Source: an optimization exercise on an open RTL-to-GDS flow (aim: a short achievable clock period and few clock cycles). Production flows keep margins and buffers that such runs may drop. Only simulation tests tie the RTL to the original design; equivalence was not proved. Power and IR drop assume default switching activity.

### design.v
module miniRV (
    input  wire        clk,
    input  wire        rst,
    input  wire [31:0] inst_i,
    input  wire [31:0] mem_rdata_i,
    output wire [13:0] inst_addr_o,
    output wire [15:0] mem_addr_o,
    output wire        mem_wen_o,
    output wire [31:0] mem_wdata_o,
    output wire        debug_wb_have_inst,
    output wire [31:0] debug_wb_pc,
    output wire        debug_wb_ena,
    output wire [4:0]  debug_wb_reg,
    output wire [31:0] debug_wb_value
);
reg  [13:0] pc_q;                  
reg  [15:0] btb_v;
reg  [9:0]  btb_tag [0:15];
reg  [13:0] btb_tgt [0:15];
reg         bu_en;
reg         bu_set;
reg  [13:0] bu_pc;
reg  [13:0] bu_tgt;
reg         d_valid;
reg  [31:0] d_inst;
reg  [13:0] d_pc;
reg         d_pred;
reg  [13:0] d_ptgt;
reg         e_valid;
reg  [31:0] e_a;
reg  [31:0] e_b;
reg  [31:0] e_c;                   
reg  [15:0] e_t;                   
reg  [13:0] e_pc;
reg         e_pred;
reg         e_tmis;                
reg  [13:0] e_ptgt;
reg         e_br, e_jal, e_jalr;
reg  [2:0]  e_f3;
reg         e_uns;
reg         e_ld, e_st, e_wr;
reg  [4:0]  e_rd;
reg         e_c_ld;                
reg         e_sub;
reg         e_s_add, e_s_slt, e_s_xor, e_s_or, e_s_and, e_s_sll, e_s_sr;
reg         e_sra;
reg         m_valid;
reg  [31:0] m_res;
reg  [31:0] m_wdata;
reg         m_wen;
reg         m_ld;
reg         m_wr;
reg  [4:0]  m_rd;
reg  [13:0] m_pc;
reg         w_valid;
reg  [13:0] w_pc;
reg         w_ena;
reg  [4:0]  w_rd;
reg  [31:0] w_val;
reg  [31:0] rf [1:31];
wire [3:0]  f_idx  = pc_q[3:0];
wire        f_hit  = btb_v[f_idx] && (btb_tag[f_idx] == pc_q[13:4]);
wire [13:0] f_ptgt = btb_tgt[f_idx];
wire        stall;
wire        e_mis;
wire [13:0] e_redirect;
always @(posedge clk or posedge rst) begin
    if (rst)
        pc_q <= 14'd0;
    else if (e_mis)
        pc_q <= e_redirect;
    else if (!stall)
        pc_q <= f_hit ? f_ptgt : pc_q + 14'd1;
end
assign inst_addr_o = pc_q;
always @(posedge clk or posedge rst) begin
    if (rst)
        btb_v <= 16'd0;
    else if (bu_en)
        btb_v[bu_pc[3:0]] <= bu_set;
end
always @(posedge clk) begin
    if (bu_en && bu_set) begin
        btb_tag[bu_pc[3:0]] <= bu_pc[13:4];
        btb_tgt[bu_pc[3:0]] <= bu_tgt;
    end
end
always @(posedge clk or posedge rst) begin
    if (rst)
        d_valid <= 1'b0;
    else if (e_mis)
        d_valid <= 1'b0;
    else if (!stall)
        d_valid <= 1'b1;
end
always @(posedge clk) begin
    if (!stall) begin
        d_inst <= inst_i;
        d_pc   <= pc_q;
        d_pred <= f_hit;
        d_ptgt <= f_ptgt;
    end
end
wire [4:0]  opc = d_inst[6:2];
wire [4:0]  rd  = d_inst[11:7];
wire [2:0]  f3  = d_inst[14:12];
wire [4:0]  rs1 = d_inst[19:15];
wire [4:0]  rs2 = d_inst[24:20];
wire i_lui   = (opc == 5'b01101);
wire i_auipc = (opc == 5'b00101);
wire i_jal   = (opc == 5'b11011);
wire i_jalr  = (opc == 5'b11001);
wire i_br    = (opc == 5'b11000);
wire i_ld    = (opc == 5'b00000);
wire i_st    = (opc == 5'b01000);
wire i_opi   = (opc == 5'b00100);
wire i_op    = (opc == 5'b01100);
wire use1 = i_op | i_opi | i_ld | i_st | i_br | i_jalr;
wire use2 = i_op | i_st | i_br;
wire wr   = (i_op | i_opi | i_ld | i_lui | i_auipc | i_jal | i_jalr) && (rd != 5'd0);
wire [31:0] imm_i = {{20{d_inst[31]}}, d_inst[31:20]};
wire [31:0] imm_s = {{20{d_inst[31]}}, d_inst[31:25], d_inst[11:7]};
wire [31:0] imm_b = {{20{d_inst[31]}}, d_inst[7], d_inst[30:25], d_inst[11:8], 1'b0};
wire [31:0] imm_u = {d_inst[31:12], 12'd0};
wire [31:0] imm_j = {{12{d_inst[31]}}, d_inst[19:12], d_inst[20], d_inst[30:21], 1'b0};
wire [31:0] imm = i_st ? imm_s :
                  (i_lui | i_auipc) ? imm_u :
                  imm_i;
wire [15:0] pc_b   = {d_pc, 2'b00};
wire [15:0] tgt_pc = pc_b + (i_jal ? imm_j[15:0] : imm_b[15:0]);
wire [31:0] rf1 = (rs1 == 5'd0) ? 32'd0 : rf[rs1];
wire [31:0] rf2 = (rs2 == 5'd0) ? 32'd0 : rf[rs2];
wire [31:0] e_res;
wire [31:0] m_val = m_ld ? mem_rdata_i : m_res;
wire m_fwd1 = m_valid && m_wr && (m_rd == rs1);
wire m_fwd2 = m_valid && m_wr && (m_rd == rs2);
wire x_fwd1 = e_valid && e_wr && (e_rd == rs1);
wire x_fwd2 = e_valid && e_wr && (e_rd == rs2);
wire [31:0] r1_old = m_fwd1 ? m_val : rf1;
wire [31:0] r2_old = m_fwd2 ? m_val : rf2;
wire        a_pc    = i_auipc | i_jal | i_jalr;
wire        a_x     = x_fwd1 && !(a_pc | i_lui);
wire [31:0] a_old   = a_pc ? {16'd0, pc_b} : i_lui ? 32'd0 : r1_old;
wire        b_reg   = i_op | i_br;
wire        b_x     = x_fwd2 && b_reg;
wire [31:0] b_old   = b_reg ? r2_old : (i_jal | i_jalr) ? 32'd4 : imm;
wire        c_x     = i_st ? x_fwd2 : x_fwd1;
wire [31:0] c_old   = i_st ? r2_old : r1_old;
wire [31:0] a_next  = a_x ? e_res : a_old;
wire [31:0] b_next  = b_x ? e_res : b_old;
wire [31:0] c_next  = c_x ? e_res : c_old;
assign stall = d_valid && e_valid && e_ld && e_wr &&
               ((use1 && (rs1 == e_rd)) || (use2 && !i_st && (rs2 == e_rd)));
wire id_go = d_valid && !stall && !e_mis;
always @(posedge clk or posedge rst) begin
    if (rst)
        e_valid <= 1'b0;
    else
        e_valid <= id_go;
end
always @(posedge clk) begin
    e_a    <= a_next;
    e_b    <= b_next;
    e_c    <= c_next;
    e_t    <= i_jalr ? imm_i[15:0] : tgt_pc;
    e_pc   <= d_pc;
    e_pred <= d_pred;
    e_tmis <= (tgt_pc[15:2] != d_ptgt);
    e_ptgt <= d_ptgt;
    e_br   <= i_br;
    e_jal  <= i_jal;
    e_jalr <= i_jalr;
    e_f3   <= f3;
    e_uns  <= i_br ? f3[1] : f3[0];
    e_ld   <= i_ld;
    e_st   <= i_st;
    e_wr   <= wr;
    e_rd   <= rd;
    e_c_ld <= i_st && e_valid && e_ld && e_wr && (rs2 == e_rd);
    e_sub  <= i_op && d_inst[30] && (f3 == 3'b000);
    e_s_add <= !(i_op | i_opi) || (f3 == 3'b000);
    e_s_slt <= (i_op | i_opi) && (f3[2:1] == 2'b01);
    e_s_xor <= (i_op | i_opi) && (f3 == 3'b100);
    e_s_or  <= (i_op | i_opi) && (f3 == 3'b110);
    e_s_and <= (i_op | i_opi) && (f3 == 3'b111);
    e_s_sll <= (i_op | i_opi) && (f3 == 3'b001);
    e_s_sr  <= (i_op | i_opi) && (f3 == 3'b101);
    e_sra   <= d_inst[30];
end
wire [31:0] sum = e_a + (e_b ^ {32{e_sub}}) + {31'd0, e_sub};
wire        eq  = (e_a == e_b);
wire        ltu = (e_a < e_b);
wire        lts = (e_a[31] != e_b[31]) ? e_a[31] : ltu;
wire        lt  = e_uns ? ltu : lts;
wire [4:0]  sh  = e_b[4:0];
wire [31:0] sll = e_a << sh;
wire [31:0] srx = $signed({e_sra & e_a[31], e_a}) >>> sh;
assign e_res = ({32{e_s_add}} & sum)
             | ({32{e_s_slt}} & {31'd0, lt})
             | ({32{e_s_xor}} & (e_a ^ e_b))
             | ({32{e_s_or }} & (e_a | e_b))
             | ({32{e_s_and}} & (e_a & e_b))
             | ({32{e_s_sll}} & sll)
             | ({32{e_s_sr }} & srx);
wire        cond    = (e_f3[2] ? lt : eq) ^ e_f3[0];
wire        e_taken = e_jal | e_jalr | (e_br & cond);
wire [15:0] jtgt    = e_c[15:0] + e_t;
wire [13:0] tgt     = e_jalr ? jtgt[15:2] : e_t[15:2];
wire        tmis    = e_jalr ? (jtgt[15:2] != e_ptgt) : e_tmis;
assign e_mis      = e_valid && (e_taken ? (!e_pred || tmis) : e_pred);
assign e_redirect = e_taken ? tgt : e_pc + 14'd1;
always @(posedge clk or posedge rst) begin
    if (rst) begin
        bu_en <= 1'b0;
    end else begin
        bu_en <= e_valid && (e_taken || e_pred);
    end
end
always @(posedge clk) begin
    bu_set <= e_taken;
    bu_pc  <= e_pc;
    bu_tgt <= tgt;
end
always @(posedge clk or posedge rst) begin
    if (rst) begin
        m_valid <= 1'b0;
        m_wen   <= 1'b0;
    end else begin
        m_valid <= e_valid;
        m_wen   <= e_valid && e_st;
    end
end
always @(posedge clk) begin
    m_res   <= e_res;
    m_wdata <= e_c_ld ? mem_rdata_i : e_c;
    m_ld    <= e_ld;
    m_wr    <= e_wr;
    m_rd    <= e_rd;
    m_pc    <= e_pc;
end
assign mem_addr_o  = m_res[15:0];
assign mem_wen_o   = m_wen;
assign mem_wdata_o = m_wdata;
always @(posedge clk) begin
    if (m_valid && m_wr)
        rf[m_rd] <= m_val;
end
always @(posedge clk or posedge rst) begin
    if (rst)
        w_valid <= 1'b0;
    else
        w_valid <= m_valid;
end
always @(posedge clk) begin
    w_pc  <= m_pc;
    w_ena <= m_wr;
    w_rd  <= m_rd;
    w_val <= m_val;
end
assign debug_wb_have_inst = w_valid;
assign debug_wb_pc        = {16'd0, w_pc, 2'b00};
assign debug_wb_ena       = w_ena;
assign debug_wb_reg       = w_rd;
assign debug_wb_value     = w_val;
endmodule
### run.sh
#!/bin/bash
# synth_recipe.tcl (not shown) runs the flow's synth.tcl, then flattens the netlist and writes it again
# the make line also repeats each setting of config.mk as NAME=value (left out here)
make -C /OpenROAD-flow-scripts/flow DESIGN_CONFIG=/design/flow/config.mk WORK_HOME=/design/flow/orfs CLKGATE_MAP_FILE= SYNTH_SCRIPT=/design/flow/synth_recipe.tcl finish
### config.mk
export PLATFORM = sky130hd
export DESIGN_NAME = miniRV
export DESIGN_NICKNAME = miniRV
export VERILOG_FILES = /design/flow/design.v
export SDC_FILE = /design/flow/constraint.sdc
export NUM_CORES = 4
export LEC_CHECK = 0
export ABC_CLOCK_PERIOD_IN_PS = 2500
export CAP_MARGIN = 20
export CORE_MARGIN = 2
export CORE_UTILIZATION = 40
export SETUP_SLACK_MARGIN = 5
export SLEW_MARGIN = 20
### constraint.sdc
create_clock -name core_clock -period 9.5 [get_ports {clk}]
set_input_delay 1.9000 -clock core_clock [delete_from_list [all_inputs] [get_ports {clk}]]
set_output_delay 1.9000 -clock core_clock [all_outputs]
set_load 0.01 [all_outputs]
==> summary.txt, run 1 <==
Power and ir drop
  – PnR Total Power: 23.8 mW
  – Max VDD drop: 0.197 mV
  – PwrDens: 245 mW/mm^2
  – Leakage power: 33.0 nW

Timing
  – Setup Skew: ~0.076 ns
  – Setup TNS: 0 ns
  – Hold Fails Final Rpt: 0
  – Worst slew pin tran: ~1.1 ns
  – Tcrit/Tclk final: 46.8%
  – Final Max Slew Viols: 0
  – RSZ-0062 raised after global routing: yes
  – Final Critical Period: 4.44 ns
  – Max_slew headroom: 25.6%
  – Final setup vio count: 0
  – Hold Slack: 0.338 ns
  – Fmax: 225 MHz

Worst hold path
  – Hold/Removal Path Class: register to register
  – Launch point of the worst hold path: d_pred

Global routing
  – Largest net degree at the start of global routing: between 100 and 150
  – Initial antenna violation count: 12
  – Vias in the first global route: 52100
  – First-pass GRT wire length: 389000 microns
  – Total track usage: 25.1%
  – GRT Residual Overflow: 0

Die
  – Initial Util: between 40 and 50%
  – Die Height: 465 microns
  – I/O Pins: 200
  – Die width: around 470 microns
  – Row cnt: 169
  – Die area: 0.216 sq mm
  – Core region area: 0.212 sq mm

Route
  – Drt total wl: 276000 microns
  – Drt first pass iters: 5
  – Routed length on met1: 110000 microns
  – Routed Antenna Nets: 0
  – Met2 wire len: approximately 130000 microns
  – Drt wl/cell: 32.6 microns
  – Met3 Wirelength: 20900 microns
  – Drc violations: 0
  – Drt via density: 6.15
  – Drt initial violations: 5992
  – Highest routed metal layer: met5
  – Vias: 52100

Critical path
  – Critical path fanouts, max: 54
  – Reg2reg start: e_b[1]
  – Worst EP required: between 10 and 15 ns
  – Crit. Startpoint: e_b[1]
  – CP arrival: 5.14 ns
  – Critical Path Sink Type: register
  – Crit path kind: register to register
  – Nature of the critical path startpoint: register

Status
  – Outcome: timing/DRC/antenna clean

Finish
  – FF+latch area: roughly 0.051 sq mm
  – Fill cell count: ~18000
  – Most frequent cells in the layout: edfxtp_1, mux4_2, dfxtp_1, nor2_1, a21oi_1
  – Most common cell after layout, fill and taps aside: edfxtp_1
  – Nets: 5712
  – Share of cells above drive strength 1: 24.5%
  – Area of the multi-input gates: 0.0327 sq mm
  – Synthesis-to-layout area growth: 14.0%

Synth
  – Flops & latches, synth: 1799
  – Share of the synthesized area in the top cell type: between 50 and 60%
  – Area leader, netlist: edfxtp_1
  – Post-Synthesis Cells: around 5300
  – Cell area after synthesis: 0.0851 sq mm
  – Async SR Flop Fraction: 2.00%
  – Synth cell types: 88
  – Post-synth EDFFs: 1435
  – Synth warn: 1
  – Sequential share of the synthesized area: 59.4%
  – Synth Flop Type: edfxtp_1
  – Area contributors post-synth: edfxtp_1, mux4_2, dfxtp_1
  – Mean Syn Cell Area: 15.9 sq um

Clock network
  – Root Driver: clkbuf_16
  – CTS buffer count: approximately 190
  – Clock sink count: 1799
  – H-tree levels: 4
  – Post-CTS Hold Fix Bufs: 0
  – Clk latency of the worst-skew pair: 0.86 ns
  – Max clock buf depth: 3
  – Clk pin slew, worst setup/hold paths: 0.06 ns
  – CTS tree: done

Place
  – HPWL Detailed: around 170000 microns
  – Port bufs: 179
  – GP Congestion: ~0.96

Flow run
  – Max-Cap Viols: 0
-- sequential cells by signal (all words and copies together) (netlist names), 30 cells and up, named ones only --
| name | count |
|---|---|
| w_val | 32 |
| e_c | 32 |
| d_inst | 30 |
| e_b | 32 |
| rf | 992 |
| e_a | 32 |
| m_wdata | 32 |
| m_res | 32 |
| btb_tag | 160 |
| btb_tgt | 224 |
-- layout make-up --
class | instances | share of cell area, %
sequential | 1799 | 52.2
timing repair buffer | 317 | 3.17
inverter | 161 | 0.627
multi-input combinational | 3012 | 33.8
antenna | 5 | 0.0129
tap | 2821 | 3.64
clock buffer | 280 | 5.70
clock inverter | 74 | 0.888
-- critical path, cell delays in order, from the launching register on --
cell and delay [ns]:
dfxtp_2 0.60, buf_4 0.68, mux2_2 0.41, a22oi_1 0.19, a21oi_1 0.15, nand2_1 0.09, o21ai_0 0.17, o21ai_0 0.75
o2111ai_1 0.25, a221oi_1 0.47, buf_4 0.29, nand2_1 0.06, and3_1 0.19
-- where the power goes --
part           switching [mW]  internal [mW]
clock network            3.24           4.29
logic                    3.27           2.19
registers               0.887           9.88
total                    7.39           16.4
-- per-layer routing --
layer  track usage (%)  up-vias
li1                  -    21600
met5                 0        -
met4              10.9        4
met2              40.7     2449
met3              4.12      516
met1              33.6    27500
-- logic make-up after synthesis --
kind of cell	synth area share, %
compound gates	6.16
xor+xnor	1.57
fa+ha+maj	2.43
buf+inv	2.68
flops	59.4
mux	23.6
other cells	0.00441
simple gates	4.13
-- cells in the mapped netlist (all sizes together) (14+ instances only) --
| master | instances |
|---|---|
| and2 | 17 |
| dfrtp | 36 |
| a21o | 31 |
| a221oi | 34 |
| nand4 | 19 |
| dfxtp | 328 |
| o211ai | 29 |
| clkbuf | 221 |
| buf | 163 |
| edfxtp | 1435 |
| xor2 | 78 |
| inv | 157 |
| a211oi | 86 |
| ha | 162 |
| nand2 | 200 |
| nor3 | 38 |
| nand3 | 40 |
| mux2 | 107 |
| o22ai | 57 |
| a21oi | 244 |
| a22oi | 20 |
| o21ai | 181 |
| nand2b | 18 |
| o21a | 15 |
| mux2i | 235 |
| nor4 | 17 |
| nor2 | 348 |
| xnor2 | 72 |
| mux4 | 733 |
| a31oi | 14 |
| and3 | 31 |
-- timing repair --
action	in CTS	in global routing
endpoints found under the hold margin	0	0
gates resized for setup	16	17
cloned	1	0
endpoints found under the setup margin	46	41
pin swaps	2	1
buffers inserted	6	4
-- per-stage QoR --
stage / utilization (%) / cell area [sq um] / setup slack (ns) / instances
after floorplan: - / 85100 / 5.42 / 5355
after global placement: 42.6 / 90200 / 4.26 / 8097
after detailed placement: 42.6 / 90300 / 4.23 / 8098
after CTS: 45.7 / 96800 / 5.01 / 8459
after global routing: 45.8 / 97000 / 4.87 / 8465
final: 45.8 / 97000 / 5.06 / 8469
-- worst paths after layout --
check                                to  slack (ns)  cells after the start
min in group asynchronous       m_valid        1.49                      3
worst min register to register   e_pred        0.34                      0
worst min-delay path             e_pred        0.34                      0
worst max register to register  e_a[18]        5.06                     12
max in group asynchronous       pc_q[0]        7.53                      3
worst max-delay path            e_a[18]        5.06                     12
Testbench counts, summed over its fixed seeds: cycles 82,570.
==> run 2: changes to the inputs <==
--- a/config.mk
+++ b/config.mk
@@ -5,7 +5,7 @@
 export SDC_FILE = /design/flow/constraint.sdc
 export NUM_CORES = 4
 export LEC_CHECK = 0
-export ABC_CLOCK_PERIOD_IN_PS = 2500
+export ABC_CLOCK_PERIOD_IN_PS = 4000
 export CAP_MARGIN = 20
 export CORE_MARGIN = 2
 export CORE_UTILIZATION = 40
==> summary.txt, run 2 <==
Synth
  – Post-synthesis compound-gate area fraction: 6.16% (unchanged)
  – Synth cell types: 88 (unchanged)
  – Most common cell in the netlist: edfxtp_1
  – Post-synthesis adder-cell area fraction: 2.43% (unchanged)
  – Area leader, netlist: edfxtp_1
  – Synth top cells by count: edfxtp_1, mux4_2, nor2_1
  – Mux cell area share after synthesis: 23.6% (unchanged)
  – Post-synth EDFFs: 1435 (unchanged)
  – Async SR Flop Fraction: 2.00% (unchanged)
  – Sequential share of the synthesized area: 59.4% (unchanged)
  – Largest family of logic cells by synthesized area: multiplexers
  – Area contributors post-synth: edfxtp_1, mux4_2, dfxtp_1
  – Mean Syn Cell Area: 15.9 sq um (unchanged)
  – Share of the synthesized area in the top cell type: 50.7% (unchanged)
  – Post-Synthesis Cells: 5338 (unchanged)
  – Post-Synth XOR/XNOR Area: 1.57% (unchanged)
  – Synth warn: 1 (unchanged)
  – Synth Flop Type: edfxtp_1
  – Flops & latches, synth: 1799 (unchanged)
  – Post-Synth Simple-Gate Area: 4.13% (unchanged)
  – Cell area after synthesis: 0.0851 sq mm (unchanged)

Finish
  – Number of flip-flops in the largest register: 992 (unchanged)
  – Fill cell count: 18100 (unchanged)
  – Share of cells above drive strength 1: 24.5% (unchanged)
  – Area of the multi-input gates: 0.0327 sq mm (unchanged)
  – Most frequent cells in the layout: edfxtp_1, mux4_2, dfxtp_1, nor2_1, a21oi_1
  – FF+latch area: 0.0506 sq mm (unchanged)
  – Synthesis-to-layout area growth: 14.0% (unchanged)
  – Nets: 5712 (unchanged)
  – Most common cell after layout, fill and taps aside: edfxtp_1
  – Non-Filler Instances: 8469 (unchanged)
  – Top reg by flops: rf

Route
  – Drt via density: 6.15 (unchanged)
  – Drt wl/cell: 32.6 microns (unchanged)
  – Drt total wl: 276000 microns (unchanged)
  – Vias: 52100 (unchanged)
  – Routed Antenna Nets: 0 (unchanged)
  – Drc violations: 0 (unchanged)
  – Drt initial violations: 5992 (unchanged)
  – Drt first pass iters: 5 (unchanged)

Timing
  – Max_slew headroom: 25.6% (unchanged)
  – Hold Fails Final Rpt: 0 (unchanged)
  – Final setup vio count: 0 (unchanged)
  – Setup TNS: 0 ns (unchanged)
  – RSZ-0062 raised after global routing: yes
  – Tcrit/Tclk final: 46.8% (unchanged)
  – Final Max Slew Viols: 0 (unchanged)
  – Final worst slack: 5.06 ns (unchanged)
  – Setup Skew: 0.0760 ns (unchanged)
  – Final Critical Period: 4.44 ns (unchanged)
  – Worst slew pin tran: 1.12 ns (unchanged)
  – Fmax: 225 MHz (unchanged)

Critical path
  – Worst EP required: 10.20 ns (about the same)
  – Slowest stage delay, CP: 0.75 ns (about the same)
  – FF-to-FF path depth: 12 (unchanged)
  – Buffers plus inverters on the worst setup path: 2 (unchanged)
  – CP arrival: 5.14 ns (about the same)
  – R2R setup slack: 5.06 ns (about the same)
  – Slowest-stage cell, CP: o21ai_0
  – Nature of the critical path startpoint: register
  – Critical path fanouts, max: 54 (unchanged)
  – Reg2reg start: e_b[1]
  – Cell chain of the critical path: buf_4 -> mux2_2 -> a22oi_1 -> a21oi_1 -> nand2_1 -> o21ai_0 -> o21ai_0 -> o2111ai_1 -> a221oi_1 -> buf_4 -> nand2_1 -> and3_1
  – Reg2reg end: e_a[18]
  – Top delay family on crit path: compound AO/OA/AOI/OAI gates
  – Critical Path Sink Type: register
  – Crit path kind: register to register

Global routing
  – GRT Residual Overflow: 0 (unchanged)
  – First-pass GRT wire length: 389000 microns (unchanged)
  – Vias in the first global route: 52100 (unchanged)
  – Total track usage: 25.1% (unchanged)
  – Largest net degree at the start of global routing: 115 (unchanged)
  – Initial antenna violation count: 12 (unchanged)

Die
  – Row cnt: 169 (unchanged)
  – Initial Util: 40.2% (unchanged)
  – Die area: 0.216 sq mm (unchanged)
  – Core region area: 0.212 sq mm (unchanged)
  – Die width: 465 microns (unchanged)
  – Die Height: 465 microns (unchanged)
  – I/O Pins: 200 (unchanged)

Power and ir drop
  – Net Sw Frac: 31.1% (unchanged)
  – Clock power share: 31.7% (about the same)
  – Combinational Power Share: 23.0% (about the same)
  – Sequential Power Share: 45.3% (about the same)
  – PwrDens: 245 mW/mm^2 (unchanged)
  – Max VDD drop: 0.197 mV (unchanged)
  – Leakage power: 33.0 nW (unchanged)
  – Sw power: 7.39 mW (unchanged)
  – Power Internal: 16.4 mW (unchanged)

Place
  – Place WS: 4.23 ns (unchanged)
  – Port bufs: 179 (unchanged)
  – GP Congestion: 0.964 (unchanged)
  – Placed Cells: 8098 (unchanged)
  – HPWL Detailed: 169000 microns (unchanged)

Worst hold path
  – Hold depth: 0 (unchanged)
  – Launch point of the worst hold path: d_pred
  – Hold EP: e_pred
  – Hold/Removal Path Class: register to register

Clock network
  – Clock sink count: 1799 (unchanged)
  – Max clock buf depth: 3 (unchanged)
  – H-tree levels: 4 (unchanged)
  – Root Driver: clkbuf_16
  – CTS buffer count: 191 (unchanged)
  – Clk latency of the worst-skew pair: 0.86 ns (about the same)
  – CTS tree: done
  – Clk pin slew, worst setup/hold paths: 0.06 ns (about the same)

Flow run
  – Max-Cap Viols: 0 (unchanged)

Status
  – Outcome: timing/DRC/antenna clean
[run 2: routing by layer]
layer	track usage, %	share of wire [%]	routed length, microns	vias to the layer above
met5	0	0.012	32	-
met4	10.9	4.8	13300	4
met3	4.12	7.6	20900	516
met2	40.7	48	132000	2449
met1	33.6	40	110000	27500
li1	-	-	-	21600
[run 2: worst max path at each step]
stage               startpoint       end  slack (ns)  cells after the start
floorplan               e_b[1]   e_a[31]        5.42                     15
global placement        e_b[0]  pc_q[10]        4.26                     10
detailed placement      e_b[0]  pc_q[12]        4.23                     10
CTS                    pc_q[0]   pc_q[7]        5.01                     10
global route         d_inst[4]    e_tmis        4.87                     20
finish                  e_b[1]   e_a[18]        5.06                     12
[run 2: area by class of cell]
cell class                 instances  area share (%)
clock buffer                     280            5.70
clock inverter                    74           0.888
timing repair buffer             317            3.17
sequential                      1799            52.2
inverter                         161           0.627
multi-input combinational       3012            33.8
antenna                            5          0.0129
tap                             2821            3.64
[run 2: stage by stage]
step	total power, mW	utilization (%)	instance area [sq um]	hold slack, ns
final	23.8	45.8	97000	0.338
after global placement	16.2	42.6	90200	0.342
after detailed placement	16.3	42.6	90300	0.334
after floorplan	13.9	-	85100	0.323
after global routing	24.6	45.8	97000	0.346
after CTS	23.8	45.7	96800	0.342
[run 2: power by group through the flow]
stage | Clock [mW] | Sequential, mW | Combinational, mW
3_3_place_gp | 0 | 10.9 | 5.32
6_report | 7.52 | 10.8 | 5.46
4_1_cts | 7.63 | 10.8 | 5.42
3_5_place_dp | 0 | 10.9 | 5.37
5_1_grt | 7.94 | 10.9 | 5.82
2_1_floorplan | 0 | 10.4 | 3.45
[run 2: what timing repair did]
action,in CTS,in global routing
cloned,1,0
setup endpoints to repair,46,41
hold buffers,0,0
buffers inserted,6,4
resized for setup,16,17
pin swaps,2,1
[run 2: kinds of logic after synthesis]
logic type,Yosys count
adders and majority gates,164
muxes,1075
other,1
and+or+nand+nor,784
buffers and inverters,545
xor gates and xnor gates,151
AOI/OAI and AO/OA,819
DFF,1799
==> run 3: changes to the inputs <==
--- a/config.mk
+++ b/config.mk
@@ -5,9 +5,7 @@
 export SDC_FILE = /design/flow/constraint.sdc
 export NUM_CORES = 4
 export LEC_CHECK = 0
-export ABC_CLOCK_PERIOD_IN_PS = 4000
 export CAP_MARGIN = 20
 export CORE_MARGIN = 2
 export CORE_UTILIZATION = 40
-export SETUP_SLACK_MARGIN = 5
 export SLEW_MARGIN = 20
==> summary.txt, run 3 <==
Critical path
  – Reg2reg start: e_b[0]
  – Critical path fanouts, max: 43 (-20%)
  – Crit path capture: pc_q[10]
  – Reg2reg end: pc_q[10]
  – Crit. Startpoint: e_b[0]
  – FF-to-FF path depth: 10 (-2)
  – Critical Path Sink Type: register
  – Crit path kind: register to register
  – CP arrival: 6.00 ns (+0.86 ns)
  – R2R setup slack: 4.20 ns (-0.86 ns)
  – Worst EP required: 10.20 ns (about the same)
  – Nature of the critical path startpoint: register

Synth
  – Cell area after synthesis: 0.0851 sq mm (unchanged)
  – Synth top cells by count: edfxtp_1, mux4_2, nor2_1
  – Post-synth EDFFs: 1435 (unchanged)
  – Async SR Flop Fraction: 2.00% (unchanged)
  – Synth cell types: 88 (unchanged)
  – Post-Synthesis Cells: 5338 (unchanged)
  – Mean Syn Cell Area: 15.9 sq um (unchanged)
  – Flops & latches, synth: 1799 (unchanged)
  – Sequential share of the synthesized area: 59.4% (unchanged)
  – Area leader, netlist: edfxtp_1
  – Synth Flop Type: edfxtp_1
  – Area contributors post-synth: edfxtp_1, mux4_2, dfxtp_1
  – Share of the synthesized area in the top cell type: 50.7% (unchanged)
  – Most common cell in the netlist: edfxtp_1
  – Synth warn: 1 (unchanged)

Power and ir drop
  – Leakage power: 32.9 nW (-0.32%)
  – PnR Total Power: 23.7 mW (-0.26%)
  – PwrDens: 245 mW/mm^2 (about the same)
  – Max VDD drop: 0.197 mV (-0.14%)

Finish
  – Most common cell after layout, fill and taps aside: edfxtp_1
  – Nets: 5702 (-0.18%)
  – Top reg by flops: rf
  – Share of cells above drive strength 1: 24.2% (-0.36 points)
  – Most frequent cells in the layout: edfxtp_1, mux4_2, dfxtp_1, nor2_1, a21oi_1
  – Synthesis-to-layout area growth: 13.7%
  – Fill cell count: 18200 (+0.16%)
  – Non-Filler Instances: 8457 (-0.14%)
  – Number of flip-flops in the largest register: 992 (unchanged)

Timing
  – Fmax: 189 MHz (-16%)
  – Final Max Slew Viols: 0 (unchanged)
  – Final Critical Period: 5.30 ns (+0.861 ns)
  – RSZ-0062 raised after global routing: no
  – Worst slew pin tran: 1.14 ns (+0.0263 ns)
  – Setup Skew: 0.0772 ns (+0.00116 ns)
  – Hold Slack: 0.338 ns (-0.000138 ns)
  – Final setup vio count: 0 (unchanged)
  – Hold Fails Final Rpt: 0 (unchanged)
  – Tcrit/Tclk final: 55.8% (+9.1 points)
  – Max_slew headroom: 23.8% (-1.8 points)
  – Setup TNS: 0 ns (unchanged)
  – Final worst slack: 4.20 ns (-0.861 ns)

Clock network
  – Max clock buf depth: 3 (unchanged)
  – Clock sink count: 1799 (unchanged)
  – Clk pin slew, worst setup/hold paths: 0.06 ns (about the same)
  – Clk latency of the worst-skew pair: 0.86 ns (about the same)
  – Post-CTS Hold Fix Bufs: 0 (unchanged)
  – CTS buffer count: 191 (unchanged)
  – Root Driver: clkbuf_16
  – Resize count post-CTS: 0 (-16)
  – Setup repair bufs after CTS: 0 (-6)
  – H-tree levels: 4 (unchanged)
  – CTS tree: done

Route
  – Drt total wl: 275000 microns (-0.12%)
  – Routed Antenna Nets: 0 (unchanged)
  – Drt wl/cell: 32.6 microns (about the same)
  – Drt first pass iters: 6 (+1)
  – Drt via density: 6.16 (+0.15%)
  – Vias: 52100 (+0.012%)
  – Drt initial violations: 6021 (+0.48%)
  – Drc violations: 0 (unchanged)

Global routing
  – Vias in the first global route: 52000 (-0.20%)
  – Total track usage: 25.1% (-0.045 points)
  – Largest net degree at the start of global routing: 115 (unchanged)
  – First-pass GRT wire length: 388000 microns (-0.18%)
  – GRT Residual Overflow: 0 (unchanged)
  – Initial antenna violation count: 13 (+1)

Die
  – Core region area: 0.212 sq mm (unchanged)
  – Row cnt: 169 (unchanged)
  – I/O Pins: 200 (unchanged)
  – Die Height: 465 microns (unchanged)
  – Initial Util: 40.2% (unchanged)
  – Die width: 465 microns (unchanged)
  – Die area: 0.216 sq mm (unchanged)

Place
  – Placed Cells: 8098 (unchanged)
  – HPWL Detailed: 169000 microns (unchanged)
  – Place WS: 4.23 ns (unchanged)
  – Port bufs: 179 (unchanged)
  – GP Congestion: 0.964 (unchanged)

Status
  – Outcome: timing/DRC/antenna clean

Flow run
  – Max-Cap Viols: 0 (unchanged)

Worst hold path
  – Hold/Removal Path Class: register to register
-- run 3: cell counts after synthesis --
Identical to the previous run, type by type.
-- run 3: critical path, stage by stage, from the launching register on --
cell and delay, ns:
dfxtp_4 0.67, buf_4 0.69, inv_1 0.33, ha_1 0.37, or4_1 0.46, nor4_1 0.25
a21oi_1 0.15, nand4_1 0.24, nand3_2 0.58, a31oi_4 0.98, mux2_1 0.38
-- run 3: final cells by class --
class,instances,area [sq um],share of cell area [%]
Tap cell,2821,3530,3.65
Multi-Input combinational cell,3011,32700,33.8
Sequential cell,1799,50600,52.3
Antenna cell,3,7.51,0.00776
Clock inverter,74,861,0.890
Inverter,161,604,0.625
Timing Repair Buffer,308,2900,3.00
Clock buffer,280,5530,5.71
-- run 3: kinds of logic (layout without fill, tap and decap cells) --
family                     after synthesis  after routing  share of synthesized area [%]
other                                    1             21                        0.00441
muxes                                 1075           1075                           23.6
xor gates and xnor gates               151            151                           1.57
adders and majority gates              164            164                           2.43
buffers and inverters                  545            823                           2.68
DFF                                   1799           1799                           59.4
and+or+nand+nor                        784            784                           4.13
AOI/OAI and AO/OA                      819            819                           6.16
-- run 3: metrics by stage --
stage / utilization [%] / cell area (sq um)
floorplan: - / 85100
global placement: 42.6 / 90200
detailed placement: 42.6 / 90300
CTS: 45.7 / 96700
global route: 45.7 / 96700
finish: 45.7 / 96700
-- run 3: worst min path at each step --
stage | from | end | cells after the start
2_1_floorplan | d_pred | e_pred | 0
3_3_place_gp | d_pred | e_pred | 0
3_5_place_dp | d_pred | e_pred | 0
4_1_cts | d_pred | e_pred | 0
5_1_grt | d_pred | e_pred | 0
6_report | d_pred | e_pred | 0
-- run 3: layer usage --
layer  vias to the layer above  track usage, %  wire [microns]
met5                         -               0               6
met4                         2            10.9           13000
met3                       497            4.02           21100
met2                      2496            40.6          132000
met1                     27500            33.6          110000
li1                      21600               -               -
-- run 3: power breakdown --
group | internal (mW) | switching, mW | total [mW] | leakage [nW]
sequential | 9.88 | 0.895 | 10.8 | 16.3
combinational | 2.17 | 3.22 | 5.39 | 13.5
clock | 4.29 | 3.24 | 7.52 | 3.10
==> run 4: changes to the inputs <==
--- a/design.v
+++ b/design.v
@@ -41,6 +41,7 @@
 reg         e_ld, e_st, e_wr;
 reg  [4:0]  e_rd;
 reg         e_c_ld;                
+reg         e_a_ld, e_b_ld;        
 reg         e_sub;
 reg         e_s_add, e_s_slt, e_s_xor, e_s_or, e_s_and, e_s_sll, e_s_sr;
 reg         e_sra;
@@ -149,8 +150,9 @@
 wire [31:0] a_next  = a_x ? e_res : a_old;
 wire [31:0] b_next  = b_x ? e_res : b_old;
 wire [31:0] c_next  = c_x ? e_res : c_old;
-assign stall = d_valid && e_valid && e_ld && e_wr &&
-               ((use1 && (rs1 == e_rd)) || (use2 && !i_st && (rs2 == e_rd)));
+wire   ld1 = e_valid && e_ld && e_wr && (rs1 == e_rd);
+wire   ld2 = e_valid && e_ld && e_wr && (rs2 == e_rd);
+assign stall = d_valid && ((use1 && !i_br && ld1) || (use2 && !i_st && !i_br && ld2));
 wire id_go = d_valid && !stall && !e_mis;
 always @(posedge clk or posedge rst) begin
     if (rst)
@@ -176,7 +178,9 @@
     e_st   <= i_st;
     e_wr   <= wr;
     e_rd   <= rd;
-    e_c_ld <= i_st && e_valid && e_ld && e_wr && (rs2 == e_rd);
+    e_c_ld <= i_st && ld2;
+    e_a_ld <= ld1;
+    e_b_ld <= ld2;
     e_sub  <= i_op && d_inst[30] && (f3 == 3'b000);
     e_s_add <= !(i_op | i_opi) || (f3 == 3'b000);
     e_s_slt <= (i_op | i_opi) && (f3[2:1] == 2'b01);
@@ -202,7 +206,13 @@
              | ({32{e_s_and}} & (e_a & e_b))
              | ({32{e_s_sll}} & sll)
              | ({32{e_s_sr }} & srx);
-wire        cond    = (e_f3[2] ? lt : eq) ^ e_f3[0];
+wire [31:0] ba      = e_a_ld ? mem_rdata_i : e_a;
+wire [31:0] bb      = e_b_ld ? mem_rdata_i : e_b;
+wire        beq_    = (ba == bb);
+wire        bltu_   = (ba < bb);
+wire        blts_   = (ba[31] != bb[31]) ? ba[31] : bltu_;
+wire        blt_    = e_f3[1] ? bltu_ : blts_;
+wire        cond    = (e_f3[2] ? blt_ : beq_) ^ e_f3[0];
 wire        e_taken = e_jal | e_jalr | (e_br & cond);
 wire [15:0] jtgt    = e_c[15:0] + e_t;
 wire [13:0] tgt     = e_jalr ? jtgt[15:2] : e_t[15:2];
--- a/config.mk
+++ b/config.mk
@@ -8,4 +8,5 @@
 export CAP_MARGIN = 20
 export CORE_MARGIN = 2
 export CORE_UTILIZATION = 40
+export SETUP_SLACK_MARGIN = 5
 export SLEW_MARGIN = 20
==> summary.txt, run 4 <==
Critical path
  – CP dominant cell by count: buf_12
  – Worst EP required: 10.29 ns (+0.09 ns)
  – Slowest stage delay, CP: 0.43 ns (-0.55 ns)
  – Crit path kind: primary input to register
  – FF-to-FF path depth: 17 (+7)
  – Cell chain of the critical path: buf_12 -> mux2_4 -> ha_4 -> nand4_1 -> buf_4 -> nor4_4 -> and3_4 -> and3_1 -> a211o_1 -> a311o_2 -> buf_12 -> nand3_2 -> or4_4 -> o21ai_4 -> buf_12 -> buf_16 -> mux2i_1
  – Critical path fanouts, max: 8 (-81%)
  – CP arrival: 5.31 ns (-0.69 ns)
  – Reg2reg start: e_a_ld
  – Critical Path Sink Type: register
  – Nature of the critical path startpoint: primary input
  – Reg2reg end: pc_q[3]
  – R2R setup slack: 5.07 ns (+0.87 ns)
  – Slowest-stage cell, CP: or4_4

Place
  – GP Congestion: 0.954 (-1.1%)
  – Place WS: 2.59 ns (-1.65 ns)
  – HPWL Detailed: 180000 microns (+6.1%)
  – Placed Area: 0.0917 sq mm (+1.6%)
  – Port bufs: 179 (unchanged)

Clock network
  – Post-CTS Hold Fix Bufs: 0 (unchanged)
  – Max clock buf depth: 3 (unchanged)
  – CTS buffer count: 189 (-1.0%)
  – Clk latency of the worst-skew pair: 0.89 ns (+0.03 ns)
  – Clock sink count: 1802 (+0.17%)
  – Root Driver: clkbuf_16
  – H-tree levels: 4 (unchanged)
  – CTS tree: done
  – Clk pin slew, worst setup/hold paths: 0.06 ns (about the same)

Finish
  – Top reg by flops: rf
  – Synthesis-to-layout area growth: 14.6%
  – Nets: 5993 (+5.1%)
  – Share of cells above drive strength 1: 24.9% (+0.79 points)
  – Number of flip-flops in the largest register: 992 (unchanged)
  – Post-route cell area: 0.0990 sq mm (+2.4%)
  – Most common cell after layout, fill and taps aside: edfxtp_1
  – Most frequent cells in the layout: edfxtp_1, mux4_2, nor2_1, dfxtp_1, a21oi_1

Timing
  – Hold Slack: 0.325 ns (-0.0129 ns)
  – Hold Fails Final Rpt: 0 (unchanged)
  – Tcrit/Tclk final: 47.6% (-8.2 points)
  – Final Critical Period: 4.52 ns (-0.782 ns)
  – Setup Skew: 0.0864 ns (+0.00919 ns)
  – Setup TNS: 0 ns (unchanged)
  – Max_slew headroom: 21.0% (-2.8 points)
  – Final setup vio count: 0 (unchanged)
  – RSZ-0062 raised after global routing: yes
  – Final worst slack: 4.98 ns (+0.782 ns)
  – Final Max Slew Viols: 0 (unchanged)
  – Fmax: 221 MHz (+17%)
  – Worst slew pin tran: 1.18 ns (+0.0417 ns)

Status
  – Outcome: timing/DRC/antenna clean

Die
  – Die Height: 469 microns (+0.79%)
  – Initial Util: 40.3% (+0.084 points)
  – Core region area: 0.215 sq mm (+1.4%)
  – Row cnt: 170 (+0.59%)
  – I/O Pins: 200 (unchanged)
  – Die width: 469 microns (+0.79%)
  – Die area: 0.220 sq mm (+1.6%)

Route
  – Drt initial violations: 7520 (+25%)
  – Vias: 54600 (+4.8%)
  – Drc violations: 0 (unchanged)
  – Drt total wl: 286000 microns (+3.6%)
  – Drt wl/cell: 32.7 microns (+0.37%)
  – Drt via density: 6.26 (+1.5%)
  – Routed Antenna Nets: 0 (unchanged)
  – Drt first pass iters: 6 (unchanged)

Synth
  – Share of the synthesized area in the top cell type: 49.9% (-0.80 points)
  – Synth top cells by count: edfxtp_1, mux4_2, nor2_1
  – Async SR Flop Fraction: 2.00% (-0.0033 points)
  – Cell area after synthesis: 0.0864 sq mm (+1.6%)
  – Post-Synth Simple-Gate Area: 4.48% (+0.36 points)
  – Area leader, netlist: edfxtp_1
  – Area contributors post-synth: edfxtp_1, mux4_2, dfxtp_1
  – Synth Flop Type: edfxtp_1
  – Largest family of logic cells by synthesized area: multiplexers
  – Post-synth EDFFs: 1435 (unchanged)
  – Post-synthesis adder-cell area fraction: 2.86% (+0.42 points)
  – Post-Synthesis Cells: 5557 (+4.1%)
  – Mux cell area share after synthesis: 23.5% (-0.062 points)
  – Flops & latches, synth: 1802 (+0.17%)
  – Synth warn: 1 (unchanged)
  – Sequential share of the synthesized area: 58.6% (-0.87 points)
  – Most common cell in the netlist: edfxtp_1
  – Post-synthesis compound-gate area fraction: 6.32% (+0.16 points)
  – Mean Syn Cell Area: 15.6 sq um (-2.4%)
  – Post-Synth XOR/XNOR Area: 1.56% (-0.015 points)
  – Synth cell types: 87 (-1.1%)

Power and ir drop
  – Max VDD drop: 0.174 mV (-12%)
  – PwrDens: 247 mW/mm^2 (+0.97%)
  – Leakage power: 34.0 nW (+3.4%)

Worst hold path
  – Launch point of the worst hold path: d_ptgt[0]
  – Hold/Removal Path Class: register to register
  – Hold depth: 0 (unchanged)
  – Hold EP: e_ptgt[0]

Flow run
  – Max-Cap Viols: 0 (unchanged)

Global routing
  – Total track usage: 25.5% (+0.43 points)
  – Vias in the first global route: 52700 (+1.5%)
  – GRT Residual Overflow: 0 (unchanged)
  – Initial antenna violation count: 20 (+7)
  – First-pass GRT wire length: 398000 microns (+2.6%)
  – Largest net degree at the start of global routing: 134 (+17%)
-- run 4: changes by cell type after synthesis, moves of 10 or more --
| cell | before | now |
|---|---|---|
| o21a_1 | 15 | 33 |
| buf_1 | 78 | 91 |
| nand4_1 | 19 | 29 |
| ha_1 | 162 | 194 |
| nor2_1 | 348 | 414 |
| a21oi_1 | 244 | 285 |
| o21ai_0 | 180 | 193 |
| mux2i_1 | 235 | 281 |
| nand2_1 | 200 | 211 |
| a31oi_1 | 13 | 24 |
| o211ai_1 | 29 | 19 |
| mux2_2 | 102 | 82 |
-- run 4: final cells by class --
| type | count | area (sq um) |
|---|---|---|
| Antenna cell | 2 | 5.00 |
| Clock buffer | 257 | 5320 |
| Clock inverter | 95 | 1130 |
| Fill cell | 18400 | 116000 |
| Inverter | 155 | 594 |
| Multi-Input combinational cell | 3214 | 34200 |
| Sequential cell | 1802 | 50700 |
| Tap cell | 2838 | 3550 |
| Timing Repair Buffer | 369 | 3540 |
-- run 4: where the power goes --
part           internal [mW]  switching (mW)
logic                   2.39            3.62
registers               9.94           0.870
clock network           4.44            3.24
-- run 4: kinds of logic after synthesis --
| kind of cell | Yosys count |
|---|---|
| fa+ha+maj | 196 |
| flops | 1802 |
| mux | 1100 |
| other cells | 1 |
| simple gates | 874 |
| compound gates | 874 |
| buf+inv | 558 |
| xor+xnor | 152 |
-- run 4: routing by layer --
layer	wire (microns)	part of all wire, %	global-route usage (%)
met1	116000	41	35.5
met2	131000	46	39.4
met3	27600	9.7	5.66
met4	11100	3.9	9.26
met5	52	0.018	0
-- run 4: what timing repair did --
action / in CTS / in global routing
setup endpoints to repair: 85 / 45
pin swaps: 26 / 33
buffers inserted: 23 / 15
cloned: 4 / 1
resized for setup: 142 / 93
-- run 4: worst max path at each step --
stage               startpoint        to  slack [ns]  cells after the start
2_1_floorplan   mem_rdata_i[7]   pc_q[2]        4.55                     15
3_3_place_gp    mem_rdata_i[3]   pc_q[0]        2.71                     15
3_5_place_dp   mem_rdata_i[31]  pc_q[11]        2.59                     14
4_1_cts        mem_rdata_i[31]   pc_q[1]        5.00                     17
5_1_grt              d_inst[5]    e_tmis        4.84                     18
6_report       mem_rdata_i[31]   pc_q[3]        4.98                     17
-- run 4: metrics by stage --
step	power, mW	instances	utilization, %
2_1_floorplan	14.2	5574	-
3_3_place_gp	16.6	8329	42.7
3_5_place_dp	16.7	8331	42.7
4_1_cts	24.5	8710	46.0
5_1_grt	25.3	8732	46.1
6_report	24.5	8732	46.1
-- run 4: critical path, delay by kind of cell --
kind	cells	cell delay, ns
and+or+nand+nor	6	1.45
muxes	2	0.45
AOI/OAI and AO/OA	3	0.49
adders and majority gates	1	0.28
buffers and inverters	5	0.70
Testbench counts of run 4, summed over its fixed seeds: cycles 79,097.

[static timing again, ports no longer ideal]
In the flow no input, the clock included, has a driving cell. The finished layouts below were timed again as built, in two steps.
Step 1: set_driving_cell puts a clkbuf_16 on clk and a buf_2 on each other input, an assumption about the parent block.
Step 2 also shifts input and output timing later by t, the mid clock arrival at the registers, as if the neighbouring blocks saw the same clock.
Slacks: no drivers / after step 1 / after step 2; pairs: no drivers / after step 1.
run	t, ns	slack for setup (ns)	worst register clock-pin slew, ns	worst slew at a driven data input, ns	pins driven straight from the clock port
run 1	0.924	5.056 / 5.032 / 4.777	0.07 / 0.07	0.06	1
run 2	0.924	5.056 / 5.032 / 4.777	0.07 / 0.07	0.06	1
run 3	0.924	4.195 / 4.195 / 4.195	0.07 / 0.07	0.06	1
run 4	0.937	4.977 / 5.003 / 4.082	0.07 / 0.07	0.14	1
After both steps every run listed still meets setup and hold. The setup slack of run 4, which loses most, moves by +0.026 ns with the drivers and by -0.895 ns with both steps.
